Source: an optimization exercise on an open RTL-to-GDS flow (aim: small area). Production flows keep margins and buffers that such runs may drop.
At most, simulation tests tie the RTL to the original design; equivalence was not proved.
The RTL of run 1 was laid out without a check of its function.
Power and IR drop assume default switching activity.

`design.v`:
```
module mips(clk, rst, imem_addr, imem_rdata, dmem_addr, dmem_wdata, dmem_we, dmem_re, dmem_rdata,
            DMA_data, DMA_Address, request_to_dma);
input clk, rst;
output [31:0] imem_addr;
input  [31:0] imem_rdata;
output [31:0] dmem_addr, dmem_wdata;
output dmem_we, dmem_re;
input  [31:0] dmem_rdata;
output reg request_to_dma;
output [15:0] DMA_data, DMA_Address;
wire [31:0] ir = imem_rdata;
wire [5:0] op = ir[31:26];
wire [4:0] rs = ir[25:21];
wire [4:0] rt = ir[20:16];
wire [4:0] rd = ir[15:11];
wire [4:0] shamt = ir[10:6];
wire [5:0] funct = ir[5:0];
wire [15:0] imm = ir[15:0];
wire [31:0] simm = {{16{imm[15]}}, imm};
wire rtype = (op == 6'd0);
wire f_add = rtype & (funct == 6'd32);
wire f_sub = rtype & (funct == 6'd34);
wire f_and = rtype & (funct == 6'd36);
wire f_or  = rtype & (funct == 6'd37);
wire f_slt = rtype & (funct == 6'd42);
wire f_jr  = rtype & (funct == 6'd8);
wire f_sll = rtype & (funct == 6'd0);
wire i_addi = (op == 6'd8);
wire i_ori  = (op == 6'd13);
wire i_lw   = (op == 6'd35);
wire i_sw   = (op == 6'd43);
wire i_beq  = (op == 6'd4);
wire i_j    = (op == 6'd2);
wire i_jal  = (op == 6'd3);
wire i_m56  = (op == 6'd56);
wire i_m57  = (op == 6'd57);
wire i_m59  = (op == 6'd59);
wire move   = i_m56 | i_m57 | i_m59;
wire alusrc = i_addi | i_ori | i_lw | i_sw | move;
wire do_sub = f_sub | f_slt | i_beq;
wire regwrite = f_add | f_sub | f_and | f_or | f_slt | f_sll | i_addi | i_ori | i_lw | i_jal;
reg  [31:0] q [0:31];
wire [31:0] wd;
wire [4:0] wsel = i_jal ? 5'd31 : (rtype ? rd : rt);
wire we_g = regwrite & ~rst;
reg [31:0] a, rtv;
integer k;
always @(*) begin
  a = 32'd0; rtv = 32'd0;
  for (k = 0; k < 32; k = k + 1) begin
    a   = a   | ({32{rs == k}} & q[k]);
    rtv = rtv | ({32{rt == k}} & q[k]);
  end
end
genvar gi;
generate
  for (gi = 0; gi < 32; gi = gi + 1) begin : rf
    reg [31:0] qn;
    wire we_i = (we_g & (wsel == gi)) | ((gi == 0 || gi == 29) ? rst : 1'b0);
    wire [31:0] wd_i = (gi == 0) ? (wd & {32{~rst}}) :
                       (gi == 29) ? ((wd & {32{~rst}}) | ({32{rst}} & 32'd1200)) : wd;
    always @(posedge clk)
      qn <= ~(({32{we_i}} & wd_i) | ({32{~we_i}} & ~qn));
    always @(*) q[gi] = ~qn;
  end
endgenerate
wire [31:0] b = alusrc ? simm : (f_jr ? 32'd4 : rtv);
wire [32:0] sum = {1'b0, a} + {1'b0, b ^ {32{do_sub}}} + {32'd0, do_sub};
wire zero = (sum[31:0] == 32'd0);
wire ltu = ~sum[32];
wire [31:0] shl = rtv << shamt;
reg [31:0] pc;
assign wd = ({32{f_add | f_sub | i_addi}} & sum[31:0])
          | ({32{f_and}} & (a & b))
          | ({32{f_or | i_ori}} & (a | b))
          | {31'd0, f_slt & ltu}
          | ({32{f_sll}} & shl)
          | ({32{i_lw}} & dmem_rdata)
          | ({32{i_jal}} & pc);
assign dmem_addr = sum[31:0];
assign dmem_wdata = rtv;
assign dmem_we = i_sw;
assign dmem_re = i_lw;
wire [31:0] pc4 = {pc[31:2] + 30'd1, pc[1:0]};
wire [31:0] pcbr = {pc4[31:2] + simm[29:0], pc[1:0]};
wire [31:0] pcnext = f_jr ? sum[31:0] :
                     (i_j | i_jal) ? {pc4[31:28], ir[25:0], 2'b00} :
                     (i_beq & zero) ? pcbr : pc4;
reg [1:0] step;
reg mem_src;
wire io = (imm > 16'd32764);
reg [1:0] last;
reg done_req;
always @(*) begin
  last = 2'd0; done_req = 1'b0;
  if (i_m56) last = 2'd1;
  else if (i_m57) last = 2'd3;
  else if (i_m59) begin
    if (!io && mem_src) last = 2'd3;
    else if (io && mem_src) begin last = 2'd1; done_req = 1'b1; end
    else if (!io && !mem_src) begin last = 2'd1; done_req = 1'b1; end
  end
end
always @(posedge clk) begin
  if (rst) begin
    pc <= 32'd0;
    step <= 2'd0;
    mem_src <= 1'b0;
    request_to_dma <= 1'b0;
  end else begin
    request_to_dma <= 1'b0;
    if (!move)
      pc <= pcnext;
    else if (step != last)
      step <= step + 2'd1;
    else begin
      step <= 2'd0;
      pc <= pcnext;
      request_to_dma <= done_req;
      if (i_m57) mem_src <= !io;
      else if (i_m59) mem_src <= 1'b0;
    end
  end
end
assign imem_addr = pc;
reg [15:0] dq;
reg [3:0] aq;
reg valid;
reg [15:0] dn;
reg [3:0] an;
always @(*) begin
  valid = 1'b1; dn = 16'd0; an = 4'd0;
  if (i_m56) begin an = 4'd1; dn = imm; end
  else if (i_m57) begin
    if (io) begin
      case (step)
        2'd0: begin an = 4'd7;  dn = 16'h0080; end
        2'd1: begin an = 4'd11; dn = 16'h0000; end
        2'd2: begin an = 4'd10; dn = 16'h0008; end
        default: begin an = 4'd12; dn = 16'h0000; end
      endcase
    end else begin
      case (step)
        2'd0: begin an = 4'd0;  dn = imm; end
        2'd1: begin an = 4'd11; dn = 16'h0000; end
        2'd2: begin an = 4'd12; dn = 16'h0000; end
        default: valid = 1'b0;
      endcase
    end
  end else if (i_m59) begin
    if (!io && mem_src) begin
      case (step)
        2'd0: begin an = 4'd13; dn = imm; end
        2'd1: begin an = 4'd7;  dn = 16'h0001; end
        2'd2: begin an = 4'd12; dn = 16'h0000; end
        default: valid = 1'b0;
      endcase
    end else if (io && mem_src) begin
      if (step == 2'd0) begin an = 4'd10; dn = 16'h0004; end
      else begin an = 4'd7; dn = 16'h0000; end
    end else if (!io && !mem_src) begin
      an = 4'd0; dn = imm;
    end else valid = 1'b0;
  end else valid = 1'b0;
end
wire [15:0] dbus = valid ? dn : dq;
wire [3:0] abus = valid ? an : aq;
always @(posedge clk) begin
  if (rst) begin dq <= 16'd0; aq <= 4'd0; end
  else begin dq <= dbus; aq <= abus; end
end
assign DMA_data = dbus;
assign DMA_Address = {12'd0, abus};
endmodule
```
`run.sh`:
```
#!/bin/bash
# synth_recipe.tcl (not shown) runs the flow's synth.tcl, then flattens the netlist and writes it again
# the make line also repeats each setting of config.mk as NAME=value (left out here)
make -C /OpenROAD-flow-scripts/flow DESIGN_CONFIG=/design/flow/config.mk WORK_HOME=/design/flow/orfs CLKGATE_MAP_FILE= SYNTH_SCRIPT=/design/flow/synth_recipe.tcl finish
```
`config.mk`:
```
export PLATFORM = sky130hd
export DESIGN_NAME = mips
export DESIGN_NICKNAME = mips
export VERILOG_FILES = /design/flow/design.v
export SDC_FILE = /design/flow/constraint.sdc
export NUM_CORES = 4
export LEC_CHECK = 0
export CAP_MARGIN = 20
export CORE_MARGIN = 2
export CORE_UTILIZATION = 40
export PLACE_DENSITY = 0.6
export SLEW_MARGIN = 20
```
`constraint.sdc`:
```
create_clock -name core_clock -period 11.0 [get_ports {clk}]
set_input_delay 2.2000 -clock core_clock [delete_from_list [all_inputs] [get_ports {clk}]]
set_output_delay 2.2000 -clock core_clock [all_outputs]
set_load 0.01 [all_outputs]
```
==> results of run 1 <==
per-layer routing:
metal | GRT usage | wire length (um) | up-vias
li1 | - | - | 19376
met1 | 0.542 | 105000 | 25230
met2 | 0.624 | 124000 | 5655
met3 | 0.174 | 49600 | 1619
met4 | 0.286 | 26600 | 14
met5 | 0.00499 | 223 | -
final timing paths:
path / endpoint / slack [ns] / depth (start not counted)
worst max-delay path: dmem_addr[30] / 0.15 / 22
worst min-delay path: aq[1] / 0.46 / 2
worst max register to register: pc[28] / 3.40 / 23
worst min register to register: aq[1] / 0.46 / 2
what timing repair did:
| action | CTS | global route |
|---|---|---|
| gates resized for setup | 5 | 37 |
| pin swaps | 0 | 2 |
| endpoints found under the setup margin | 2 | 14 |
metrics by stage:
step	utilization	instance area [um2]
6_report	0.490	64500
2_1_floorplan	-	53200
5_1_grt	0.490	64400
3_3_place_gp	0.457	60100
3_5_place_dp	0.457	60100
4_1_cts	0.488	64300
layout by cell type, fill, tap and decap left out, types with 33 or more instances in the layout:
cell type        netlist  routed
a21oi_1              135     126
a222oi_1              33      33
and2_1                41      39
buf_4                 19     446
clkbuf_16              0     116
clkdlybuf4s50_1        0     179
dfxtp_1               56      56
edfxtp_1            1024    1024
ha_1                  71      71
inv_1                 97      97
mux2i_1               86      86
nand2_1              214     157
nand2_2                1      55
nand3_1              108      98
nand4_1               43      43
nor2_1               408     370
nor3_1                51      48
nor4_1               149     144
o21ai_0              122     119
o221ai_1              54      54
o22ai_1              945     945
or2_2                 45      45
xnor2_1               86      86
power groups by stage:
stage / combinational (mW) / clock [mW] / sequential (mW)
final: 2.50 / 4.29 / 4.54
after global routing: 2.56 / 4.44 / 4.53
after detailed placement: 2.36 / 0 / 4.62
after floorplan: 1.09 / 0 / 4.61
after global placement: 2.36 / 0 / 4.62
after CTS: 2.37 / 4.28 / 4.53
logic make-up after synthesis:
| kind of cell | after synthesis | synth area share |
|---|---|---|
| flip-flops | 1080 | 0.600 |
| buffers and inverters | 435 | 0.0341 |
| adder cells (fa/ha/maj) | 73 | 0.0175 |
| XOR/XNOR | 101 | 0.0166 |
| AO/OA/AOI/OAI | 1533 | 0.189 |
| other | 1 | 0.0000706 |
| multiplexers | 112 | 0.0253 |
| AND/OR/NAND/NOR | 1246 | 0.118 |
critical path: cells and delay by family:
family,cells,cell delay [ns]
fa+ha+maj,1,0.52
xor+xnor,1,0.21
compound gates,8,1.88
simple gates,6,2.00
buf+inv,6,1.81
area by class of cell:
type | count | share of cell area
clock buffer | 133 | 0.0460
clock inverter | 83 | 0.0181
timing repair buffer | 651 | 0.0865
antenna | 10 | 0.000388
tap | 1755 | 0.0341
sequential | 1080 | 0.494
multi-input combinational | 3077 | 0.315
inverter | 99 | 0.00576
==> reports/qor.csv, run 1 <==
metric;value;unit
drcViolationCount;0;
fmax;92.1;MHz
start_kind;input pin;
tns;0;ns
pre_cts_ws;-0.280;ns
antenna_found_initial;12;
hp-start;aq[1];
clk_latency;0.79;ns
holdWs;0.459;ns
drive_gt1_frac;0.177;
period_needed;10.85;ns
yosysMostFrequentCell;edfxtp_1;
place_congestion;1.05;
synth_cells;4581;
path_class;input pin to primary output;
cts_buffers;115;
drt_iter0_drc;10317;
synthesis.area;53100;um2
drt_wl_total;306;mm
dieArea;136000;um2
yosysWarnings;2;
rsz0062_at_grt;no;
relSlewSlack;0.165;
die_h;369;um
num_vias;51894;
grt_pass1_wl;406;mm
fin_crit_sh;0.987;
p_int;7.94;mW
hpwlAfterDp;196;mm
core_area;132000;um2
setup_viol;0;
cts_root_buf;clkbuf_16;
layout.area.seq;31900;um2
finalPower;11.3;mW
synth_ff_type;edfxtp_1;
p_leak;24.8;nW
post_drt_via_cell_ratio;7.53;
syn_area_per_cell;11.6;um2
drt_pass1_iterations;12;
p_comb_frac;0.221;
cp_slowest_cell;clkdlybuf4s50_1;
p_seq_frac;0.401;
async_flop_share;0;
fin_cells;6888;
synth.distinct_cells;102;
finClkSkew;0.0847;ns
setup.worst_path.start;imem_rdata[21];
yosysSeqAreaShare;0.600;
dp.cells;6661;
fill_cells;11717;
end_kind;primary output;
crit_path_max_fanout;8;
max_cap_viol_count;0;
switching_share;0.299;
yosysTopAreaCell;edfxtp_1;
area_delta_synth_final;21.3;%
multi_input_area;20300;um2
h-tree-depth;3;
synth_area_leaders;edfxtp_1 (58%), o22ai_1 (11%), nor2_1 (2.9%);
worst_slack;0.146;ns
postCtsSetupBuffers;0;
finalNetCount;5163;
worstPathArrival;8.65;ns
num_rows;133;
slew_viol_final;0;
netlist.area_leader.share;0.579;
initial_core_util;0.404;
power_density;176;nW/um2
tritoncts;done;
cts_sinks;1080;
grt_max_degree;57;
ir_worst_vdd;134;uV
crit_top_cell;buf_4;
grt_usage;0.436;
fp.dieW;369;um
synth_common_cells;edfxtp_1 (1024), o22ai_1 (945), nor2_1 (408);
ios;197;
grt_pass1_vias;47563;
worstPathRequired;8.80;ns
synth_edf_count;1024;
max_stage_delay;0.55;ns
worst_pin_slew;1.24;ns
outcome;timing/DRC/antenna clean;
hold_viol_final;0;
portBuffers;184;
grt_overflow_total;0;
ant_nets;0;
hp-class;flip-flop to flip-flop;
clockBufferDepth;3;
postCtsHoldBufs;0;
routedWlPerCell;44.5;um
path_clk_slew;0.06;ns
cp_cell_sequence;clkdlybuf4s50_1 > and2b_1 > and2_1 > nand2_2 > buf_4 > o22ai_1 > nor4_1 > nand3_2 > fa_1 > a21o_1 > a2111oi_1 > buf_4 > o21ai_1 > and4_1 > o211a_1 > a2111oi_1 > buf_4 > o2111ai_1 > a31oi_2 > xor2_2 > inv_1 > clkdlybuf4s50_1;
p_clk_frac;0.379;
switching_power;3.38;mW
ys_ff_latch;1080;
==> inputs of run 2 (changes only) <==
--- a/design.v
+++ b/design.v
@@ -1,2 +1,8 @@
+module rf_rdpair(input s0n, input q0n, input s1n, input q1n, output y);
+assign y = ~((s0n | q0n) & (s1n | q1n));
+endmodule
+module rf_hold(input we, input wen, input d, input q, output y);
+assign y = (we & d) | (wen & q);
+endmodule
 module mips(clk, rst, imem_addr, imem_rdata, dmem_addr, dmem_wdata, dmem_we, dmem_re, dmem_rdata,
             DMA_data, DMA_Address, request_to_dma);
@@ -40,27 +46,37 @@
 wire do_sub = f_sub | f_slt | i_beq;
 wire regwrite = f_add | f_sub | f_and | f_or | f_slt | f_sll | i_addi | i_ori | i_lw | i_jal;
-reg  [31:0] q [0:31];
 wire [31:0] wd;
 wire [4:0] wsel = i_jal ? 5'd31 : (rtype ? rd : rt);
 wire we_g = regwrite & ~rst;
-reg [31:0] a, rtv;
-integer k;
-always @(*) begin
-  a = 32'd0; rtv = 32'd0;
-  for (k = 0; k < 32; k = k + 1) begin
-    a   = a   | ({32{rs == k}} & q[k]);
-    rtv = rtv | ({32{rt == k}} & q[k]);
+wire [31:0] wdn = ~(wd & {32{~rst}});       
+wire [31:0] wdn29 = wdn & ~({32{rst}} & 32'd1200);
+wire [31:0] sa_n, st_n;
+wire [31:0] qn [0:31];
+reg  [31:0] a, rtv;
+genvar gi, gj;
+generate
+  for (gi = 0; gi < 32; gi = gi + 1) begin : dec
+    assign sa_n[gi] = ~(rs == gi);
+    assign st_n[gi] = ~(rt == gi);
   end
-end
-genvar gi;
-generate
+  for (gi = 0; gi < 32; gi = gi + 1) begin : rdb
+    wire [15:0] ta, tt;
+    for (gj = 0; gj < 16; gj = gj + 1) begin : pr
+      rf_rdpair pa(sa_n[2*gj], qn[2*gj][gi], sa_n[2*gj+1], qn[2*gj+1][gi], ta[gj]);
+      rf_rdpair pt(st_n[2*gj], qn[2*gj][gi], st_n[2*gj+1], qn[2*gj+1][gi], tt[gj]);
+    end
+    always @(*) begin a[gi] = |ta; rtv[gi] = |tt; end
+  end
   for (gi = 0; gi < 32; gi = gi + 1) begin : rf
-    reg [31:0] qn;
+    reg [31:0] r;
     wire we_i = (we_g & (wsel == gi)) | ((gi == 0 || gi == 29) ? rst : 1'b0);
-    wire [31:0] wd_i = (gi == 0) ? (wd & {32{~rst}}) :
-                       (gi == 29) ? ((wd & {32{~rst}}) | ({32{rst}} & 32'd1200)) : wd;
-    always @(posedge clk)
-      qn <= ~(({32{we_i}} & wd_i) | ({32{~we_i}} & ~qn));
-    always @(*) q[gi] = ~qn;
+    wire wen_i = ~we_i;
+    wire [31:0] d_i = (gi == 29) ? wdn29 : wdn;
+    wire [31:0] nx;
+    for (gj = 0; gj < 32; gj = gj + 1) begin : hb
+      rf_hold h(we_i, wen_i, d_i[gj], r[gj], nx[gj]);
+    end
+    always @(posedge clk) r <= nx;
+    assign qn[gi] = r;
   end
 endgenerate
--- a/config.mk
+++ b/config.mk
@@ -11,2 +11,3 @@
 export PLACE_DENSITY = 0.6
 export SLEW_MARGIN = 20
+export SYNTH_HIERARCHICAL = 1
==> run 2 against run 1 <==
  * Now fails the layout checks on negative setup slack
  * Synthesized cell count is 13% higher
  * Clock skew shrank 0.053 ns
  * Wire length down 11%
  * Final cell count rose by 11%
  * Clock power down 3%
  * Critical path type unchanged
  * Largest cell class is now multi-input gates
==> reports/qor.csv, run 2 <==
metric;value;unit
finalPower;11.4;mW
yosysSeqAreaShare;0.434;
cts_sinks;1080;
fin_util;0.503;
ys_ff_latch;1080;
period_needed;11.13;ns
met2WireLength;110;mm
async_flop_share;0;
synth_cells;5171;
power_density;184;nW/um2
clockBufferDepth;3;
wl_met3;37.9;mm
met1_length;103;mm
max_cap_viol_count;0;
initial_core_util;0.403;
fp.dieW;357;um
netlist.area_leader.share;0.434;
syn_area_per_cell;9.63;um2
post_drt_via_cell_ratio;7.25;
tritoncts;done;
grt_overflow_total;0;
ant_nets;0;
end_kind;primary output;
mostFrequentLayoutCells;dfxtp_1 (1080), a22o_1 (1038), o22ai_1 (1037);
postCtsSetupBuffers;0;
die_h;357;um
start_kind;input pin;
worstPathArrival;8.93;ns
largest_reg_flops;1024;
antenna_found_initial;21;
largestRegisters;rf.r (1024), pc (32), dq (16);
crit_path_max_fanout;13;
routedWlPerCell;35.6;um
worstPathRequired;8.80;ns
setup_viol;2;
top_register;rf.r;
grt_usage;0.408;
path_class;input pin to primary output;
cp_slowest_cell;nor4_1;
relSlewSlack;0.0880;
outcome;finished with violations;
yosysWarnings;7;
finalNetCount;6063;
grt_max_degree;54;
synth_area_leaders;dfxtp_1 (43%), a22o_1 (18%), o22ai_1 (13%);
hold_viol_final;0;
drt_wl_total;273;mm
fmax;89.9;MHz
synth_ff_type;dfxtp_1;
area_delta_synth_final;24.8;%
crit_family;simple AND/OR/NAND/NOR gates;
path_clk_slew;0.06;ns
drt_iter0_drc;9833;
path_buf_inv;3;
hpwlAfterDp;184;mm
dieArea;127000;um2
ios;197;
place_congestion;1.09;
cts_root_buf;clkbuf_16;
clk_latency;0.78;ns
routed.top_layer;met5;
max_stage_delay;0.95;ns
synth_edf_count;0;
ff2ff_setup_slack;4.31;ns
worst_pin_slew;1.36;ns
grt_pass1_vias;50485;
grt_pass1_wl;380;mm
synth_common_cells;dfxtp_1 (1080), a22o_1 (1038), o22ai_1 (1037);
finClkSkew;0.0316;ns
worst_slack;-0.129;ns
synth.distinct_cells;79;
drive_gt1_frac;0.146;
cts_buffers;114;
h-tree-depth;3;
hp-class;flip-flop to flip-flop;
synthesis.area;49800;um2
layout_commonest_cell;dfxtp_1;
num_rows;129;
num_vias;55550;
portBuffers;184;
p_leak;25.0;nW
drcViolationCount;0;
postCtsHoldBufs;0;
core_area;124000;um2
yosysTopAreaCell;dfxtp_1;
drt_pass1_iterations;8;
cp_cell_sequence;clkdlybuf4s50_1 > nor2b_2 > nand2_1 > buf_4 > o22ai_1 > nor4_1 > nand4_1 > a21oi_1 > xnor2_1 > ha_1 > and2_1 > a221o_1 > a221o_1 > a41o_1 > xor2_1 > clkdlybuf4s50_1;
yosysMostFrequentCell;dfxtp_1;
slew_viol_final;0;
fin_crit_sh;1.01;
rsz0062_at_grt;no;
violations;negative setup slack;
ir_worst_vdd;167;uV
-- run 2: final cells by class --
cell class | count | area, um2
well taps | 1637 | 2050
clock buffers | 155 | 3240
multi-input cells | 3881 | 27600
inverters | 77 | 289
clock inverters | 56 | 728
diodes | 8 | 20.0
flip-flops and latches | 1080 | 21600
fillers | 11691 | 61500
repair buffers | 770 | 6650
-- run 2: worst paths after layout --
kind | start | endpoint | cells after the start
max | imem_rdata[17] | dmem_addr[30] | 16
min | rf[20].r[20] | rf[20].r[20] | 1
max reg2reg | rf[1].r[5] | pc[19] | 22
min reg2reg | rf[20].r[20] | rf[20].r[20] | 1
-- run 2: cell families (layout without fill, tap and decap cells) --
logic type	count (synthesis)	in the layout	share of synthesized area
AO/OA/AOI/OAI	2594	2594	0.383
multiplexers	83	83	0.0213
flip-flops	1080	1080	0.434
AND/OR/NAND/NOR	1015	1015	0.106
buffers and inverters	221	1058	0.0180
XOR/XNOR	104	104	0.0183
other	1	20	0.0000753
adder cells (fa/ha/maj)	73	73	0.0186
-- run 2: metrics by stage --
stage	area, um2	setup WS (ns)	hold slack [ns]	cells	setup TNS (ns)
finish	62200	-0.129	0.497	7664	-0.202
global route	62100	0.0147	0.509	7659	0
CTS	62000	0.0896	0.498	7655	0
detailed placement	58100	-0.0675	0.476	7444	-0.0762
global placement	58000	0.00698	0.475	7444	0
floorplan	49900	2.28	0.459	5182	0
-- run 2: modules after synthesis, one instance, submodules excluded --
module,times used,flip-flops and latches,cells,cell area (um2)
mips,1,1080,3123,34400
rf_hold,1024,0,1,8.76
rf_rdpair,1024,0,1,6.26
-- run 2: worst register-to-register path, cell delays in order (launching register included) --
cell and delay [ns]:
dfxtp_1 0.39, o22ai_1 0.12, nor4_1 0.89, nand4_1 0.46, nand2_1 0.20, nor2_1 0.06, a21oi_1 0.27, xnor2_1 0.11
ha_1 0.45, o211ai_1 0.12, a21o_1 0.22, a21oi_1 0.28, a21oi_1 0.14, xnor2_1 0.19, buf_4 0.19, or4_1 0.50
nor4_1 0.19, o2111ai_1 0.17, or4b_1 0.58, nand4bb_2 0.31, buf_12 0.24, mux2i_1 0.23, nor4_1 0.29
-- run 2: where the power goes --
part | switching [mW] | total [mW] | internal [mW]
Sequential | 0.203 | 4.35 | 4.15
Clock | 1.77 | 4.16 | 2.39
Combinational | 1.72 | 2.90 | 1.18
Total | 3.69 | 11.4 | 7.73
-- run 2: layer usage --
| metal | global-route usage | vias up |
|---|---|---|
| met4 | 0.279 | 20 |
| met3 | 0.140 | 902 |
| met1 | 0.522 | 26991 |
| met2 | 0.576 | 4470 |
| met5 | 0.00370 | - |
| li1 | - | 23167 |
-- run 2: repair_timing --
action	4_1_cts	5_1_grt
pin swaps	0	0
setup endpoints to repair	1	8
hold endpoints to repair	0	0
cloned	0	0
resized for setup	1	18
==> inputs of run 3 (changes only) <==
--- a/config.mk
+++ b/config.mk
@@ -6,8 +6,10 @@
 export NUM_CORES = 4
 export LEC_CHECK = 0
-export CAP_MARGIN = 20
+export CAP_MARGIN = 0
 export CORE_MARGIN = 2
-export CORE_UTILIZATION = 40
-export PLACE_DENSITY = 0.6
-export SLEW_MARGIN = 20
+export CORE_UTILIZATION = 55
+export CTS_BUF_LIST = sky130_fd_sc_hd__clkbuf_4
+export PLACE_DENSITY = 0.7
+export SETUP_SLACK_MARGIN = 0.4
+export SLEW_MARGIN = 0
 export SYNTH_HIERARCHICAL = 1
==> run 3 against run 2 <==
  * Fails layout checks on max-capacitance violations, max-slew violations
  * Final cell count is 2.9% lower
  * Clock power decreased by 13%
  * Sequential cell count unchanged
  * Critical path type unchanged
  * Highest routed layer unchanged
==> reports/qor.csv, run 3 <==
metric;value;unit
grt_pass1_wl;374;mm
synth_simple_gate_area_frac;0.106;
violations;max-capacitance violations, max-slew violations;
dieArea;93000;um2
num_vias;58465;
power_density;176;nW/um2
grt_overflow_total;0;
syn_area_per_cell;9.63;um2
tns;0;ns
synth-compound-area-share;0.383;
worstPathArrival;8.64;ns
p_leak;25.1;nW
crit_top_cell;clkdlybuf4s50_1;
fin_util;0.684;
core_area;89900;um2
hp-start;rf[23].r[8];
outcome;finished with violations;
finalPower;10.8;mW
path_clk_slew;0.07;ns
path_class;input pin to primary output;
clk_latency;1.30;ns
synth.distinct_cells;79;
fp.dieW;305;um
routedWlPerCell;36.0;um
rsz0062_at_grt;yes;
ff2ff_setup_slack;4.13;ns
grt_max_degree;56;
holdPathStages;1;
netlist.area_leader.share;0.434;
synth_ff_type;dfxtp_1;
reg2reg_to;pc[19];
initial_core_util;0.554;
hpwlAfterDp;176;mm
drive_gt1_frac;0.182;
finClkSkew;0.124;ns
synth_common_cells;dfxtp_1 (1080), a22o_1 (1038), o22ai_1 (1037);
largestRegisters;rf.r (1024), pc (32), dq (16);
tritoncts;done;
die_h;305;um
ios;197;
area_delta_synth_final;23.5;%
ant_nets;0;
max_stage_delay;0.82;ns
worst_pin_slew;1.54;ns
synth_edf_count;0;
top_register;rf.r;
drcViolationCount;0;
cts_root_buf;clkbuf_4;
worstRegToRegCells;23;
post_drt_via_cell_ratio;7.86;
synth_xor_area_frac;0.0183;
synthesis.area;49800;um2
start_kind;input pin;
worstPathRequired;8.80;ns
slew_viol_final;2;
grt_usage;0.546;
yosysTopAreaCell;dfxtp_1;
setup_viol;0;
cp_slowest_cell;clkdlybuf4s50_1;
num_rows;110;
hp-class;flip-flop to flip-flop;
synth_cells;5171;
h-tree-depth;5;
mostFrequentLayoutCells;dfxtp_1 (1080), a22o_1 (1038), o22ai_1 (1036);
finalNetCount;6189;
place_congestion;1.15;
antenna_found_initial;40;
cts_sinks;1080;
yosysMostFrequentCell;dfxtp_1;
ys_ff_latch;1080;
portBuffers;184;
drt_pass1_iterations;8;
pre_cts_ws;-0.0414;ns
worst_slack;0.159;ns
cts_buffers;298;
period_needed;10.84;ns
max_cap_viol_count;1;
synth_area_leaders;dfxtp_1 (43%), a22o_1 (18%), o22ai_1 (13%);
layout_commonest_cell;dfxtp_1;
whs_endpoint;rf[23].r[8];
grt_pass1_vias;52227;
relSlewSlack;-0.0350;
ir_worst_vdd;128;uV
hold_viol_final;0;
cp_cell_sequence;clkdlybuf4s50_1 > and3_1 > nand2_1 > buf_4 > o22ai_1 > nor4_1 > nand4_1 > ha_1 > a21oi_1 > o21bai_1 > and2_1 > o21a_1 > o21ai_0 > nand2b_1 > a21o_1 > o2111a_1 > or3_1 > clkdlybuf4s50_1;
muxShareOfSynthArea;0.0213;
clockBufferDepth;4;
synth_fa_ha_area_frac;0.0186;
fmax;92.2;MHz
synth_top_family_by_area;compound AO/OA/AOI/OAI gates;
yosysWarnings;7;
drt_wl_total;268;mm
crit_path_max_fanout;13;
path_buf_inv;3;
yosysSeqAreaShare;0.434;
async_flop_share;0;
drt_iter0_drc;11861;
largest_reg_flops;1024;
end_kind;primary output;
fin_crit_sh;0.986;
r2r-start;rf[4].r[0];
crit_family;simple AND/OR/NAND/NOR gates;
## run 3: cell count changes in the layout (fill, tap and decap cells not counted), sizes merged
| cell | change |
|---|---|
| clkbuf | +250 |
| buf | -57 |
| clkinvlp | -1 |
| diode | +22 |
| bufinv | -8 |
| clkinv | +34 |
## run 3: logic make-up after synthesis
group / after synthesis
multiplexers: 83
buffers and inverters: 221
other: 1
XOR/XNOR: 104
flip-flops: 1080
AO/OA/AOI/OAI: 2594
AND/OR/NAND/NOR: 1015
adder cells (fa/ha/maj): 73
## run 3: stage by stage
step | hold slack [ns] | std cells | cell area [um2]
after floorplan | 0.459 | 5182 | 49900
after global placement | 0.476 | 6915 | 57200
after detailed placement | 0.479 | 6918 | 57300
after CTS | 0.497 | 7405 | 61000
after global routing | 0.512 | 7425 | 61500
final | 0.499 | 7443 | 61500
## run 3: worst max-delay path by stage
stage / endpoint / cells after the start / slack [ns] / startpoint
global placement: dmem_addr[31] / 22 / -0.66 / imem_rdata[18]
CTS: dmem_addr[31] / 21 / 0.37 / imem_rdata[17]
global route: dmem_addr[24] / 24 / 0.32 / imem_rdata[16]
finish: dmem_addr[31] / 18 / 0.16 / imem_rdata[24]
detailed placement: dmem_addr[31] / 20 / -0.04 / imem_rdata[17]
floorplan: dmem_addr[31] / 19 / 2.28 / imem_rdata[26]
## run 3: per-layer routing
layer	vias to the layer above	global-route usage	wire, um
li1	23627	-	-
met1	27346	0.655	90300
met2	5927	0.742	104000
met3	1529	0.259	46000
met4	36	0.427	26800
met5	-	0.0295	643
## run 3: area by class of cell
type / instances / area, um2
tap: 1176 / 1470
clock inverter: 81 / 474
antenna: 30 / 75.1
multi-input combinational: 3881 / 28100
inverter: 77 / 289
fill: 7387 / 28400
timing repair buffer: 712 / 6380
clock buffer: 406 / 3050
sequential: 1080 / 21600
## run 3: what timing repair did
action / 4_1_cts / 5_1_grt
pin swaps: 0 / 12
setup endpoints to repair: 18 / 18
resized for setup: 21 / 70
hold buffers: 0 / 0
buffers inserted: 0 / 8
## run 3: modules after synthesis (local to each module, per instance)
module,times used,cell area (um2),flip-flops and latches,cells
rf_rdpair,1024,6.26,0,1
mips,1,34400,1080,3123
rf_hold,1024,8.76,0,1
## run 3: power breakdown
| part | switching [mW] | total (mW) | leakage, nW | internal, mW |
|---|---|---|---|---|
| combinational | 1.71 | 2.89 | 14.3 | 1.18 |
| sequential | 0.206 | 4.35 | 8.78 | 4.15 |
| clock | 1.77 | 3.61 | 2.11 | 1.84 |
==> inputs of run 4 (changes only) <==
--- a/design.v
+++ b/design.v
@@ -4,4 +4,7 @@
 module rf_hold(input we, input wen, input d, input q, output y);
 assign y = (we & d) | (wen & q);
+endmodule
+module fa_cell(input a, input b, input ci, output s, output co);
+assign {co, s} = a + b + ci;
 endmodule
 module mips(clk, rst, imem_addr, imem_rdata, dmem_addr, dmem_wdata, dmem_we, dmem_re, dmem_rdata,
@@ -99,5 +102,16 @@
 assign dmem_re = i_lw;
 wire [31:0] pc4 = {pc[31:2] + 30'd1, pc[1:0]};
-wire [31:0] pcbr = {pc4[31:2] + simm[29:0], pc[1:0]};
+wire [16:0] brlo;
+wire [16:0] brc;
+assign brc[0] = 1'b0;
+genvar bi;
+generate for (bi = 0; bi < 16; bi = bi + 1) begin : brfa
+  fa_cell f(pc4[bi+2], imm[bi], brc[bi], brlo[bi], brc[bi+1]);
+end endgenerate
+assign brlo[16] = brc[16];
+wire [13:0] brhi_inc = pc4[31:18] + 14'd1;
+wire [13:0] brhi_dec = pc4[31:18] - 14'd1;
+wire [13:0] brhi = (imm[15] == brlo[16]) ? pc4[31:18] : (brlo[16] ? brhi_inc : brhi_dec);
+wire [31:0] pcbr = {brhi, brlo[15:0], pc[1:0]};
 wire [31:0] pcnext = f_jr ? sum[31:0] :
                      (i_j | i_jal) ? {pc4[31:28], ir[25:0], 2'b00} :
==> config.mk (replaced) <==
export PLATFORM = sky130hd
export DESIGN_NAME = mips
export DESIGN_NICKNAME = mips
export VERILOG_FILES = /design/flow/design.v
export SDC_FILE = /design/flow/constraint.sdc
export NUM_CORES = 4
export LEC_CHECK = 0
export CAP_MARGIN = 40
export CORE_MARGIN = 2
export CORE_UTILIZATION = 45
export CTS_CLUSTER_DIAMETER = 100
export CTS_CLUSTER_SIZE = 30
export GPL_TIMING_DRIVEN = 0
export PLACE_DENSITY = 0.6
export SETUP_SLACK_MARGIN = 0.3
export SLEW_MARGIN = 40
export SYNTH_HIERARCHICAL = 1
==> run 4 against run 3 <==
  * Now clean on timing, DRC and antenna
  * Global-route usage down 7.3 points
  * Worst hold slack better by 0.0083 ns
  * Cell area down 1.1%
  * Synthesized area up 0.26%
  * Die area up 22%
  * First-iteration DRC count down 18%
  * Count of clock-buffer cells in the layout down 360
  * Critical endpoint is now dmem_addr[17]
  * Highest routed layer unchanged
==> reports/qor.csv, run 4 <==
metric;value;unit
cts_root_buf;clkbuf_16;
max_cap_viol_count;0;
cts_buffers;45;
drt_pass1_iterations;9;
drive_gt1_frac;0.147;
largestRegisters;rf.r (1024), pc (32), dq (16);
num_rows;122;
finalNetCount;5807;
dieArea;114000;um2
routedWlPerCell;40.0;um
hpwlAfterDp;175;mm
cts_sinks;1080;
yosysTopAreaCell;dfxtp_1;
whs_endpoint;rf[13].r[17];
h-tree-depth;2;
core_area;110000;um2
ys_ff_latch;1080;
top_register;rf.r;
start_kind;input pin;
r2r-start;pc[2];
grt_pass1_wl;386;mm
tritoncts;done;
mostFrequentLayoutCells;dfxtp_1 (1080), a22o_1 (1038), o22ai_1 (1037);
finClkSkew;0.0416;ns
p_seq_frac;0.450;
p_clk_frac;0.226;
worstPathRequired;8.80;ns
ff2ff_setup_slack;1.56;ns
drt_iter0_drc;9782;
portBuffers;177;
die_h;337;um
synth_edf_count;0;
synth_common_cells;dfxtp_1 (1080), a22o_1 (1038), o22ai_1 (1037);
hold_viol_final;0;
netlist.area_leader.share;0.433;
worstPathArrival;8.68;ns
switching_share;0.370;
grt_pass1_vias;49036;
worstRegToRegCells;29;
num_vias;55997;
layout_commonest_cell;dfxtp_1;
power_density;158;nW/um2
post_drt_via_cell_ratio;7.80;
antenna_found_initial;22;
fill_cells;9921;
grt_overflow_total;0;
path_clk_slew;0.09;ns
drcViolationCount;0;
cp_cell_sequence;clkdlybuf4s50_1 > and2_1 > clkbuf_4 > nand2_4 > o22ai_1 > nor4_2 > nand4_1 > ha_1 > nand2_1 > nor2_1 > and4_1 > nand3_1 > mux2i_4 > nor4_1 > nor2_1 > clkdlybuf4s50_1;
relSlewSlack;0.304;
synth_cells;5202;
synth_ff_type;dfxtp_1;
cp_slowest_cell;nor4_2;
drt_wl_total;287;mm
largest_reg_flops;1024;
reg2reg_to;pc[31];
fin_area;60800;um2
fmax;91.9;MHz
yosysSeqAreaShare;0.433;
area_delta_synth_final;21.8;%
ir_worst_vdd;119;uV
p_comb_frac;0.323;
ios;197;
grt_max_degree;34;
slew_viol_final;0;
fin_crit_sh;0.989;
holdPathStages;1;
grt_usage;0.473;
max_stage_delay;0.77;ns
worst_pin_slew;1.04;ns
clk_latency;0.72;ns
synthesis.area;49900;um2
yosysWarnings;7;
synth.distinct_cells;85;
p_int;6.07;mW
fin_cells;7176;
fp.dieW;337;um
async_flop_share;0;
dp.cells;6961;
outcome;timing/DRC/antenna clean;
switching_power;3.56;mW
place_congestion;1.08;
rsz0062_at_grt;yes;
ant_nets;0;
period_needed;10.88;ns
path_class;input pin to primary output;
clockBufferDepth;3;
hp-start;rf[13].r[17];
initial_core_util;0.453;
hp-class;flip-flop to flip-flop;
syn_area_per_cell;9.60;um2
placed_cell_area;56500;um2
p_leak;23.5;nW
setup_viol;0;
end_kind;primary output;
synth_area_leaders;dfxtp_1 (43%), a22o_1 (18%), o22ai_1 (13%);
crit_path_max_fanout;16;
yosysMostFrequentCell;dfxtp_1;
[run 4: cell types whose count changed in the layout (fill, tap and decap cells not counted), sizes merged, moves of 25 or more]
cell / before / now
nand2: 222 / 278
a21o: 58 / 28
clkbuf: 406 / 148
buf: 532 / 242
o21ai: 99 / 126
nand3: 40 / 65
clkinv: 72 / 4
[run 4: cell families (layout without fill, tap and decap cells)]
| family | count (synthesis) | in the layout | share of synthesized area |
|---|---|---|---|
| mux | 97 | 97 | 0.0227 |
| compound gates | 2554 | 2554 | 0.375 |
| xor+xnor | 89 | 89 | 0.0156 |
| other cells | 1 | 25 | 0.0000751 |
| simple gates | 1094 | 1121 | 0.115 |
| flops | 1080 | 1080 | 0.433 |
| buf+inv | 215 | 650 | 0.0178 |
| fa+ha+maj | 72 | 72 | 0.0207 |
[run 4: how the worst max path moves through the flow]
stage	startpoint	end	slack [ns]	cells past startpoint
after global routing	imem_rdata[21]	dmem_addr[27]	0.19	18
after CTS	imem_rdata[17]	dmem_addr[25]	0.30	23
after global placement	imem_rdata[18]	rf[13].r[22]	-5.43	22
after floorplan	imem_rdata[0]	pc[31]	0.32	28
final	imem_rdata[25]	dmem_addr[17]	0.12	16
after detailed placement	imem_rdata[18]	dmem_addr[29]	-2.04	21
[run 4: worst max-delay path: cells and delay by family]
kind / cells / cell delay (ns)
buffers and inverters: 3 / 1.85
AND/OR/NAND/NOR: 10 / 3.55
AO/OA/AOI/OAI: 1 / 0.15
multiplexers: 1 / 0.33
adder cells (fa/ha/maj): 1 / 0.57
[run 4: power groups by stage]
stage / combinational [mW] / sequential [mW] / clock (mW)
2_1_floorplan: 1.29 / 4.37 / 0
3_3_place_gp: 2.48 / 4.41 / 0
3_5_place_dp: 2.61 / 4.41 / 0
4_1_cts: 2.84 / 4.33 / 2.16
5_1_grt: 3.14 / 4.37 / 2.29
6_report: 3.11 / 4.34 / 2.18
[run 4: layer usage]
metal  part of all wire  GRT usage  up-vias
li1                   -          -    22674
met1               0.36      0.605    27008
met2               0.39      0.659     5119
met3               0.16      0.179     1172
met4              0.087      0.314       24
met5             0.0010    0.00681        -
[run 4: cell type report]
type / count / area, um2 / area share
timing repair buffer: 381 / 3630 / 0.0597
antenna: 12 / 30.0 / 0.000494
inverter: 75 / 372 / 0.00611
sequential: 1080 / 21600 / 0.355
multi-input combinational: 3946 / 31300 / 0.515
tap: 1488 / 1860 / 0.0306
clock inverter: 8 / 151 / 0.00249
buffer: 140 / 667 / 0.0110
clock buffer: 46 / 1150 / 0.0189
[run 4: timing repair]
item | 4_1_cts | 5_1_grt
setup buffers | 92 | 29
endpoints found under the setup margin | 39 | 28
hold buffers | 0 | 0
gates cloned | 16 | 11
resized for setup | 184 | 91
pin swaps | 64 | 39
[run 4: modules after synthesis (local to each module, per instance)]
| module | copies in the design | cells inside | cell area, um2 |
|---|---|---|---|
| rf_rdpair | 1024 | 1 | 6.26 |
| mips | 1 | 3138 | 34300 |
| rf_hold | 1024 | 1 | 8.76 |
| fa_cell | 16 | 1 | 20.0 |
[run 4: stage by stage]
stage	total power [mW]	hold slack (ns)	TNS, ns	setup slack, ns	utilization
after CTS	9.32	0.510	0	0.301	0.542
after floorplan	5.66	0.456	0	0.322	-
after global placement	6.89	0.475	-2730.84	-5.43	0.486
after global routing	9.80	0.523	0	0.185	0.551
final	9.63	0.508	0	0.122	0.551
after detailed placement	7.02	0.478	-52.81	-2.04	0.512
==> inputs of run 5 (changes only) <==
==> flow/run.sh (new file) <==
#!/bin/bash
set -euo pipefail
export BUFFER_PORTS_ARGS="-buffer_cell sky130_fd_sc_hd__buf_1"
export CTS_ARGS="-sink_clustering_enable -repair_clock_nets -dont_use_dummy_load -sink_clustering_size 20 -sink_clustering_max_diameter 100"
bash standard.sh > standard_flow.log 2>&1
==> standard.sh (new file) <==
#!/bin/bash
# synth_recipe.tcl (not shown) runs the flow's synth.tcl, then flattens the netlist and writes it again
# the make line also repeats each setting of config.mk as NAME=value (left out here)
make -C /OpenROAD-flow-scripts/flow DESIGN_CONFIG=/design/flow/config.mk WORK_HOME=/design/flow/orfs CLKGATE_MAP_FILE= SYNTH_SCRIPT=/design/flow/synth_recipe.tcl "${@:-finish}"
--- a/config.mk
+++ b/config.mk
@@ -8,10 +8,8 @@
 export CAP_MARGIN = 40
 export CORE_MARGIN = 2
-export CORE_UTILIZATION = 45
-export CTS_CLUSTER_DIAMETER = 100
-export CTS_CLUSTER_SIZE = 30
+export CORE_UTILIZATION = 40
 export GPL_TIMING_DRIVEN = 0
 export PLACE_DENSITY = 0.6
-export SETUP_SLACK_MARGIN = 0.3
+export SETUP_SLACK_MARGIN = 0.6
 export SLEW_MARGIN = 40
 export SYNTH_HIERARCHICAL = 1
removed: run.sh
==> run 5 against run 4 <==
  * Still clean on timing, DRC and antenna
  * Setup slack improved by 0.30 ns
  * Sequential power barely moved
  * Count of clock-buffer cells in the layout up 20
  * Final cell count grew 1.2%
  * Power down 0.88%
  * Clock power grew 13%
  * Wire length decreased by 2.2%
  * Global-route usage fell by 6.1 points
  * Maximum frequency up 2.8%
  * Largest power group unchanged
==> reports/qor.csv, run 5 <==
metric;value;unit
grt_overflow_total;0;
finClkSkew;0.0640;ns
core_area;124000;um2
hpwlAfterDp;177;mm
max_cap_viol_count;0;
ios;197;
rsz0062_at_grt;yes;
worstPathArrival;8.38;ns
synth_edf_count;0;
yosysWarnings;7;
mostFrequentLayoutCells;dfxtp_1 (1080), a22o_1 (1038), o22ai_1 (1037);
largestRegisters;rf.r (1024), pc (32), dq (16);
portBuffers;177;
drt_pass1_iterations;10;
syn_area_per_cell;9.60;um2
layout_commonest_cell;dfxtp_1;
cts_buffers;66;
ys_ff_latch;1080;
worst_slack;0.423;ns
period_needed;10.58;ns
outcome;timing/DRC/antenna clean;
path_clk_slew;0.08;ns
fill_cells;11428;
setup_viol;0;
grt_pass1_wl;381;mm
area_delta_synth_final;19.0;%
async_flop_share;0;
finalNetCount;5761;
hold_viol_final;0;
worstPathRequired;8.80;ns
synth_area_leaders;dfxtp_1 (43%), a22o_1 (18%), o22ai_1 (13%);
drcViolationCount;0;
yosysTopAreaCell;dfxtp_1;
clk_latency;0.69;ns
relSlewSlack;0.262;
drt_iter0_drc;9824;
largest_reg_flops;1024;
cts_root_buf;clkbuf_16;
tritoncts;done;
slew_viol_final;0;
synthesis.area;49900;um2
tns;0;ns
cp_slowest_cell;nor4_2;
synth_common_cells;dfxtp_1 (1080), a22o_1 (1038), o22ai_1 (1037);
netlist.area_leader.share;0.433;
ant_nets;0;
num_rows;129;
place_congestion;1.09;
crit_path_max_fanout;17;
h-tree-depth;3;
yosysSeqAreaShare;0.433;
die_h;357;um
drt_wl_total;281;mm
routedWlPerCell;38.7;um
end_kind;primary output;
crit_top_cell;a21o_1;
path_class;input pin to primary output;
ir_worst_vdd;116;uV
cts_sinks;1080;
num_vias;55508;
worst_pin_slew;1.10;ns
clockBufferDepth;3;
start_kind;input pin;
synth_cells;5202;
synth.distinct_cells;85;
antenna_found_initial;28;
fin_crit_sh;0.962;
power_density;161;nW/um2
post_drt_via_cell_ratio;7.64;
grt_pass1_vias;48833;
fmax;94.5;MHz
finalPower;9.55;mW
yosysMostFrequentCell;dfxtp_1;
postCtsHoldBufs;0;
top_register;rf.r;
grt_max_degree;34;
max_stage_delay;0.89;ns
initial_core_util;0.403;
p_leak;23.1;nW
drive_gt1_frac;0.136;
synth_ff_type;dfxtp_1;
fp.dieW;357;um
grt_usage;0.412;
pre_cts_ws;-0.931;ns
cp_cell_sequence;buf_1 > nor2b_1 > clkbuf_2 > nand2_2 > buf_16 > o22ai_1 > nor4_2 > nand4_1 > ha_1 > a21o_1 > a21o_1 > a21o_1 > or3_1 > o221a_2 > a311o_1 > inv_1 > buf_1;
hp-class;flip-flop to flip-flop;
dieArea;128000;um2
==> run 5: what timing repair did <==
action	CTS	global route
pin swaps	25	31
gates cloned	4	10
gates resized for setup	105	57
setup endpoints to repair	30	25
setup buffers	34	35
==> run 5: kinds of logic (layout without fill, tap and decap cells) <==
logic type	count (synthesis)	in the layout	share of synthesized area
XOR/XNOR	89	89	0.0156
adder cells (fa/ha/maj)	72	72	0.0207
other	1	17	0.0000751
flip-flops	1080	1080	0.433
buffers and inverters	215	608	0.0178
AO/OA/AOI/OAI	2554	2554	0.375
multiplexers	97	97	0.0227
AND/OR/NAND/NOR	1094	1108	0.115
==> run 5: worst max-delay path: cells and delay by family <==
family,cells,cell delay [ns]
AO/OA/AOI/OAI,6,1.52
AND/OR/NAND/NOR,5,2.51
buffers and inverters,5,1.53
adder cells (fa/ha/maj),1,0.58
==> run 5: final cells by class <==
| type | count | area, um2 | area share |
|---|---|---|---|
| Tap cell | 1637 | 2050 | 0.0345 |
| Inverter | 75 | 373 | 0.00627 |
| Timing Repair Buffer | 327 | 2160 | 0.0364 |
| Antenna cell | 4 | 10.0 | 0.000168 |
| Buffer | 140 | 659 | 0.0111 |
| Sequential cell | 1080 | 21600 | 0.364 |
| Clock buffer | 66 | 1650 | 0.0278 |
| Multi-Input combinational cell | 3933 | 30900 | 0.520 |
==> run 5: metrics by stage <==
stage	util	hold slack [ns]	cells	cell area [um2]
after floorplan	-	0.456	5214	50000
after global placement	0.426	0.475	7028	52700
after detailed placement	0.452	0.477	7108	55900
after CTS	0.473	0.502	7212	58500
after global routing	0.480	0.510	7261	59400
final	0.480	0.502	7262	59500
==> run 5: per-module statistics from Yosys (local to each module, per instance) <==
| module | area (um2) | flip-flops and latches | copies in the design | cells |
|---|---|---|---|---|
| fa_cell | 20.0 | 0 | 16 | 1 |
| rf_hold | 8.76 | 0 | 1024 | 1 |
| mips | 34300 | 1080 | 1 | 3138 |
| rf_rdpair | 6.26 | 0 | 1024 | 1 |
==> run 5: layer usage <==
metal	global-route usage	vias up	wire length [um]
li1	-	22523	-
met1	0.540	27029	105000
met2	0.548	4858	107000
met3	0.187	1070	46500
met4	0.245	28	21500
met5	0.00593	-	287
==> run 5: power by group <==
group	internal (mW)	switching [mW]	total (mW)	leakage [nW]
clock network	1.07	1.40	2.47	0.813
logic	0.879	1.86	2.74	13.5
registers	4.14	0.189	4.33	8.78
==> run 5: path summary, 6_finish.rpt <==
check | slack [ns] | depth (start not counted) | endpoint | from
setup / recovery | 0.42 | 17 | dmem_addr[25] | imem_rdata[25]
hold / removal | 0.50 | 2 | dq[7] | dq[7]
setup reg to reg | 1.75 | 29 | pc[31] | pc[2]
hold reg to reg | 0.50 | 2 | dq[7] | dq[7]
==> inputs of run 6 (changes only) <==
--- a/config.mk
+++ b/config.mk
@@ -8,8 +8,8 @@
 export CAP_MARGIN = 40
 export CORE_MARGIN = 2
-export CORE_UTILIZATION = 40
+export CORE_UTILIZATION = 45
 export GPL_TIMING_DRIVEN = 0
 export PLACE_DENSITY = 0.6
-export SETUP_SLACK_MARGIN = 0.6
+export SETUP_SLACK_MARGIN = 0.5
 export SLEW_MARGIN = 40
 export SYNTH_HIERARCHICAL = 1
==> run 6 against run 5 <==
  * Via count decreased by 0.46%
  * Highest routed layer unchanged
  * Count of clock-buffer cells in the layout is 6 lower
  * Non-clock buffer count grew 17
  * Still clean on timing, DRC and antenna
==> reports/qor.csv, run 6 <==
metric;value;unit
outcome;timing/DRC/antenna clean;
largest_reg_flops;1024;
yosysTopAreaCell;dfxtp_1;
grt_pass1_vias;48473;
path_buf_inv;4;
grt_overflow_total;0;
synth_area_leaders;dfxtp_1 (43%), a22o_1 (18%), o22ai_1 (13%);
ant_nets;0;
tns;0;ns
relSlewSlack;0.206;
synth_edf_count;0;
ios;197;
num_vias;55253;
h-tree-depth;2;
yosysMostFrequentCell;dfxtp_1;
portBuffers;177;
postCtsHoldBufs;0;
area_delta_synth_final;18.1;%
ir_worst_vdd;129;uV
worst_pin_slew;1.18;ns
slew_viol_final;0;
grt_pass1_wl;383;mm
yosysSeqAreaShare;0.433;
rsz0062_at_grt;yes;
ys_ff_latch;1080;
path_clk_slew;0.08;ns
synthesis.area;49900;um2
setup.worst_path.start;imem_rdata[18];
grt_max_degree;34;
netlist.area_leader.share;0.433;
power_density;160;nW/um2
synth_cells;5202;
setup_viol;0;
clk_latency;0.72;ns
hpwlAfterDp;176;mm
top_register;rf.r;
hp-start;dq[7];
start_kind;input pin;
worstPathArrival;8.56;ns
largestRegisters;rf.r (1024), pc (32), dq (16);
layout_commonest_cell;dfxtp_1;
cts_root_buf;clkbuf_16;
end_kind;primary output;
r2r-start;pc[2];
mostFrequentLayoutCells;dfxtp_1 (1080), a22o_1 (1038), o22ai_1 (1037);
finalNetCount;5776;
initial_core_util;0.453;
synth_ff_type;dfxtp_1;
die_h;337;um
crit_family;simple AND/OR/NAND/NOR gates;
hp-class;flip-flop to flip-flop;
path_class;input pin to primary output;
async_flop_share;0;
post_drt_via_cell_ratio;7.74;
fp.dieW;337;um
period_needed;10.76;ns
grt_usage;0.469;
crit_path_max_fanout;32;
num_rows;122;
cp_slowest_cell;nor4_1;
drive_gt1_frac;0.130;
drcViolationCount;0;
antenna_found_initial;33;
syn_area_per_cell;9.60;um2
drt_pass1_iterations;8;
fmax;93.0;MHz
cts_sinks;1080;
synth.distinct_cells;85;
cp_cell_sequence;buf_1 > clkinvlp_4 > and3_2 > nand2_8 > o22ai_1 > nor4_1 > and4_1 > nor3_1 > a21oi_1 > xnor2_1 > ha_1 > a21oi_1 > o21a_1 > o31ai_4 > or3_1 > o221ai_2 > mux2i_4 > nor2_4 > inv_1 > buf_1;
fin_crit_sh;0.978;
tritoncts;done;
finClkSkew;0.0246;ns
max_stage_delay;1.01;ns
max_cap_viol_count;0;
place_congestion;1.04;
p_leak;23.0;nW
hold_viol_final;0;
clockBufferDepth;3;
finalPower;9.47;mW
cts_buffers;60;
routedWlPerCell;39.5;um
dieArea;114000;um2
core_area;110000;um2
yosysWarnings;7;
synth_common_cells;dfxtp_1 (1080), a22o_1 (1038), o22ai_1 (1037);
drt_wl_total;282;mm
drt_iter0_drc;9807;
worstPathRequired;8.80;ns
[run 6: cell counts after synthesis]
No cell type changed its count.
[run 6: metal layers]
layer | share of wire | track usage | routed length [um] | vias to the layer above
met1 | 0.37 | 0.605 | 105000 | 26902
met2 | 0.40 | 0.646 | 112000 | 4703
met3 | 0.15 | 0.184 | 43000 | 1037
li1 | - | - | - | 22581
met5 | 0.00067 | 0 | 190 | -
met4 | 0.079 | 0.304 | 22200 | 30
[run 6: worst min-delay path, cell delays in order, from the launching register on]
cell,delay [ns]
dfxtp_1,0.31
a222oi_1,0.07
nor2_1,0.09
[run 6: layout make-up]
class                      count  area [um2]
buffer                       140         658
clock buffer                  60        1500
tap                         1488        1860
multi-input combinational   3937       30600
timing repair buffer         344        2310
inverter                      75         377
fill                       10043       51400
antenna                       14        35.0
sequential                  1080       21600
[run 6: metrics by stage]
step / instances / utilization / hold WS [ns] / instance area (um2) / setup slack (ns)
final: 7138 / 0.535 / 0.501 / 59000 / 0.245
after global routing: 7126 / 0.534 / 0.515 / 59000 / 0.395
after CTS: 7089 / 0.527 / 0.502 / 58100 / 0.316
after detailed placement: 6965 / 0.503 / 0.477 / 55500 / -1.16
after global placement: 6879 / 0.476 / 0.475 / 52500 / -4.85
after floorplan: 5214 / - / 0.456 / 50000 / 0.556
[run 6: worst paths after layout]
path | to | slack (ns) | depth (start not counted)
worst max-delay path | dmem_addr[29] | 0.24 | 20
worst min-delay path | dq[7] | 0.50 | 2
worst max register to register | pc[30] | 1.62 | 30
worst min register to register | dq[7] | 0.50 | 2
[run 6: Yosys stat by module (local to each module, per instance)]
module	flops+latches	cells
rf_rdpair	0	1
fa_cell	0	1
rf_hold	0	1
mips	1080	3138
[run 6: cell families after synthesis]
kind of cell | after synthesis | synth area share
AO/OA/AOI/OAI | 2554 | 0.375
buffers and inverters | 215 | 0.0178
multiplexers | 97 | 0.0227
XOR/XNOR | 89 | 0.0156
flip-flops | 1080 | 0.433
AND/OR/NAND/NOR | 1094 | 0.115
other | 1 | 0.0000751
adder cells (fa/ha/maj) | 72 | 0.0207
[run 6: power by group]
| group | switching, mW | total [mW] | internal, mW |
|---|---|---|---|
| registers | 0.191 | 4.34 | 4.14 |
| clock network | 1.36 | 2.33 | 0.965 |
| logic | 1.92 | 2.80 | 0.887 |
[run 6: what timing repair did]
action / in CTS / in global routing
pin swaps: 44 / 31
setup endpoints to repair: 28 / 29
gates resized for setup: 88 / 61
setup buffers: 50 / 31
gates cloned: 14 / 4
==> inputs of run 7 (changes only) <==
--- a/design.v
+++ b/design.v
@@ -4,4 +4,24 @@
 module rf_hold(input we, input wen, input d, input q, output y);
 assign y = (we & d) | (wen & q);
+endmodule
+module rf_nor2(input a, input b, output y);
+assign y = ~(a | b);
+endmodule
+module rf_nand4(input [3:0] a, output y);
+assign y = ~&a;
+endmodule
+module rf_or2(input a, input b, output y);
+assign y = a | b;
+endmodule
+module rf_or16(input [15:0] t, output y);
+wire [7:0] n;
+wire [1:0] m;
+genvar i;
+generate for (i = 0; i < 8; i = i + 1) begin : p
+  rf_nor2 g(t[2*i], t[2*i+1], n[i]);
+end endgenerate
+rf_nand4 g0(n[3:0], m[0]);
+rf_nand4 g1(n[7:4], m[1]);
+rf_or2 g2(m[0], m[1], y);
 endmodule
 module fa_cell(input a, input b, input ci, output s, output co);
@@ -69,5 +89,8 @@
       rf_rdpair pt(st_n[2*gj], qn[2*gj][gi], st_n[2*gj+1], qn[2*gj+1][gi], tt[gj]);
     end
-    always @(*) begin a[gi] = |ta; rtv[gi] = |tt; end
+    wire ya, yt;
+    rf_or16 oa(ta, ya);
+    rf_or16 ot(tt, yt);
+    always @(*) begin a[gi] = ya; rtv[gi] = yt; end
   end
   for (gi = 0; gi < 32; gi = gi + 1) begin : rf
==> run 7 against run 6 <==
  * Still clean
  * First-iteration DRC count is 12% lower
  * Register-to-register slack about the same
  * Sequential cell count unchanged
  * Synthesized cell count up 6.1%
  * Wire length is 3.9% lower
  * Combinational power down 3%
  * Sequential power about the same
  * Global-route usage decreased by 3.0 points
  * Die area rose by 2.5%
  * Non-clock buffer count fell by 35
  * Largest cell class unchanged
==> reports/qor.csv, run 7 <==
metric;value;unit
outcome;timing/DRC/antenna clean;
postCtsHoldBufs;0;
drive_gt1_frac;0.0960;
core_area;113000;um2
power_density;161;nW/um2
worstPathArrival;8.36;ns
mostFrequentLayoutCells;dfxtp_1 (1080), a22o_1 (1038), o22ai_1 (1032);
relSlewSlack;0.298;
worst_pin_slew;1.05;ns
pre_cts_ws;-0.719;ns
worstRegToRegCells;30;
rsz0062_at_grt;yes;
synth.distinct_cells;90;
synth_area_leaders;dfxtp_1 (42%), a22o_1 (18%), o22ai_1 (13%);
synth_top_family_by_area;compound AO/OA/AOI/OAI gates;
drt_wl_total;271;mm
yosysWarnings;7;
async_flop_share;0;
setup_viol;0;
cts_sinks;1080;
netlist.area_leader.share;0.422;
slew_viol_final;0;
ff2ff_setup_slack;1.61;ns
synth_common_cells;dfxtp_1 (1080), a22o_1 (1038), o22ai_1 (1034);
r2r-start;pc[2];
holdPathStages;1;
synth_ff_type;dfxtp_1;
ant_nets;0;
cp_slowest_cell;or3_1;
max_cap_viol_count;0;
crit_path_max_fanout;21;
fin_crit_sh;0.960;
place_congestion;1.12;
cp_cell_sequence;clkbuf_4 > nand2b_2 > nor2_4 > buf_12 > nand2_8 > buf_16 > o22ai_1 > nor2_4 > nand4_1 > or2_4 > or3_1 > o21ai_1 > xnor2_1 > ha_1 > and2_1 > clkbuf_1 > nand3_1 > or3_1 > or2_2 > o221ai_4 > and3_1 > or3_1 > and2_2 > buf_1;
die_h;341;um
synthesis.area;51200;um2
dieArea;116000;um2
muxShareOfSynthArea;0.0240;
fill_cells;10559;
max_stage_delay;0.47;ns
grt_max_degree;34;
grt_use_met1;0.562;
antenna_found_initial;28;
start_kind;input pin;
synth_xor_area_frac;0.0147;
yosysMostFrequentCell;dfxtp_1;
initial_core_util;0.454;
synth_simple_gate_area_frac;0.125;
synth_fa_ha_area_frac;0.0207;
h-tree-depth;2;
grt_usage;0.440;
path_clk_slew;0.07;ns
hold_viol_final;0;
synth_cells;5519;
yosysSeqAreaShare;0.422;
worstPathRequired;8.80;ns
grt_busiest_layer;met2;
cts_buffers;61;
post_drt_via_cell_ratio;7.42;
met2_usage;0.620;
routedWlPerCell;36.7;um
layout_commonest_cell;dfxtp_1;
synth-compound-area-share;0.371;
clk_latency;0.77;ns
cts_root_buf;clkbuf_16;
tritoncts;done;
end_kind;primary output;
fmax;94.7;MHz
hp-class;flip-flop to flip-flop;
grt_pass1_vias;48731;
hp-start;rf[1].r[17];
p_leak;22.8;nW
grt_pass1_wl;372;mm
worst_slack;0.437;ns
num_vias;54809;
portBuffers;178;
area_delta_synth_final;14.4;%
hpwlAfterDp;182;mm
ios;197;
drt_iter0_drc;8594;
largestRegisters;rf.r (1024), pc (32), dq (16);
whs_endpoint;rf[1].r[17];
yosysTopAreaCell;dfxtp_1;
clockBufferDepth;3;
drcViolationCount;0;
path_class;input pin to primary output;
grt_overflow_total;0;
finalNetCount;6018;
syn_area_per_cell;9.27;um2
top_register;rf.r;
reg2reg_to;pc[30];
fp.dieW;341;um
fin_util;0.520;
finClkSkew;0.118;ns
crit_top_cell;or3_1;
period_needed;10.56;ns
drt_pass1_iterations;9;
ys_ff_latch;1080;
largest_reg_flops;1024;
synth_edf_count;0;
num_rows;123;
grtUsageMet3;0.151;
ir_worst_vdd;140;uV
-- run 7: changes by cell type in the layout (fill, tap and decap cells not counted), sizes merged, moves of 36 or more --
cell | previous run | this run
nor2 | 173 | 652
nor4 | 274 | 16
or2 | 16 | 99
nand2 | 269 | 206
nand4 | 90 | 142
buf | 376 | 340
-- run 7: what timing repair did --
action | 4_1_cts | 5_1_grt
endpoints found under the setup margin | 39 | 37
buffers inserted | 7 | 38
gates resized for setup | 102 | 57
cloned | 1 | 5
pin swaps | 9 | 22
-- run 7: logic make-up (layout without fill, tap and decap cells) --
| group | Yosys count | count (layout) |
|---|---|---|
| muxes | 98 | 98 |
| DFF | 1080 | 1080 |
| and+or+nand+nor | 1356 | 1362 |
| AOI/OAI and AO/OA | 2582 | 2582 |
| adders and majority gates | 74 | 74 |
| other | 1 | 26 |
| xor gates and xnor gates | 86 | 86 |
| buffers and inverters | 242 | 581 |
-- run 7: modules after synthesis, one instance, submodules excluded, a selection --
module	area, um2	cells inside	flip-flops and latches	times used
rf_hold	8.76	1	0	1024
rf_nor2	3.75	1	0	512
rf_nand4	6.26	1	0	128
rf_rdpair	6.26	1	0	1024
rf_or2	6.26	1	0	64
fa_cell	20.0	1	0	16
mips	32400	2751	1080	1
-- run 7: worst max path at each step --
stage	from	endpoint	slack (ns)	depth (start not counted)
after floorplan	imem_rdata[0]	pc[31]	0.51	29
after global placement	imem_rdata[20]	dmem_addr[29]	-1.56	20
after detailed placement	imem_rdata[17]	dmem_addr[21]	-0.72	21
after CTS	imem_rdata[16]	dmem_addr[31]	0.48	22
after global routing	imem_rdata[18]	dmem_addr[30]	0.46	23
final	imem_rdata[18]	dmem_addr[29]	0.44	24
-- run 7: layout make-up --
| cell class | instances | area [um2] | area share |
|---|---|---|---|
| Tap cell | 1500 | 1880 | 0.0320 |
| Buffer | 171 | 875 | 0.0149 |
| Timing Repair Buffer | 278 | 2370 | 0.0404 |
| Inverter | 71 | 337 | 0.00575 |
| Antenna cell | 13 | 32.5 | 0.000555 |
| Multi-Input combinational cell | 4215 | 29900 | 0.511 |
| Sequential cell | 1080 | 21600 | 0.369 |
| Clock buffer | 61 | 1530 | 0.0261 |
-- run 7: routing by layer --
metal	up-vias	routed length [um]	part of all wire
li1	22989	-	-
met3	912	37300	0.14
met2	4136	109000	0.40
met1	26746	102000	0.37
met4	26	22700	0.084
met5	-	296	0.0011
-- run 7: worst max-delay path, delay by kind of cell --
kind / cells / cell delay [ns]
buffers and inverters: 5 / 1.01
AO/OA/AOI/OAI: 3 / 0.70
adder cells (fa/ha/maj): 1 / 0.39
AND/OR/NAND/NOR: 14 / 3.87
XOR/XNOR: 1 / 0.12
-- run 7: where the power goes --
part / internal [mW] / total (mW) / leakage, nW / switching (mW)
Sequential: 4.16 / 4.35 / 8.78 / 0.196
Clock: 0.979 / 2.34 / 0.752 / 1.36
Combinational: 0.871 / 2.71 / 13.3 / 1.84
-- run 7: through the flow --
| step | cell area [um2] | std cells | power [mW] | hold WS [ns] | setup TNS, ns |
|---|---|---|---|---|---|
| after floorplan | 51300 | 5531 | 5.72 | 0.461 | 0 |
| after global placement | 53800 | 7209 | 6.75 | 0.475 | -169.84 |
| after detailed placement | 55800 | 7260 | 6.84 | 0.478 | -11.12 |
| after CTS | 57800 | 7329 | 9.17 | 0.500 | 0 |
| after global routing | 58600 | 7380 | 9.60 | 0.511 | 0 |
| final | 58600 | 7389 | 9.41 | 0.502 | 0 |

[afterwards: timing with drivers on the ports]
How much do the figures lean on ideal ports? The routed layouts below were timed once more, with nothing changed but the port constraints.
Step 1: set_driving_cell puts a clkbuf_16 on clk and a buf_2 on each other input, an assumption about the parent block.
Step 2 also shifts input and output timing later by t, the mid clock arrival at the registers, as if the neighbouring blocks saw the same clock.
a / b / c = ideal / step 1 / step 2; a / b = the first two.
run | t (ns) | slack for setup (ns) | worst hold slack (ns) | latest minus earliest clock arrival (ns) | cell pins on the clock port's net
run 1 | 0.834 | 0.146 / 0.125 / 0.125 | 0.459 / 0.459 / 0.459 | 0.085 / 0.085 | 1
run 2 | 0.849 | -0.129 / -0.170 / -0.170 | 0.497 / 0.497 / 0.497 | 0.032 / 0.032 | 1
run 3 | 1.314 | 0.159 / 0.115 / 0.115 | 0.499 / 0.499 / 0.499 | 0.124 / 0.123 | 1
run 4 | 0.772 | 0.122 / 0.044 / -0.096 | 0.508 / 0.508 / 0.508 | 0.042 / 0.042 | 1
run 5 | 0.733 | 0.423 / 0.394 / 0.094 | 0.502 / 0.502 / 0.502 | 0.064 / 0.064 | 1
run 6 | 0.780 | 0.245 / 0.036 / 0.036 | 0.501 / 0.501 / 0.501 | 0.025 / 0.025 | 1
run 7 | 0.799 | 0.437 / 0.412 / 0.040 | 0.502 / 0.502 / 0.502 | 0.118 / 0.118 | 1
With both steps, setup timing fails in run 4, where it was met with ideal ports. The setup slack of run 7, which loses most, moves by -0.025 ns with the drivers and by -0.397 ns with both steps.
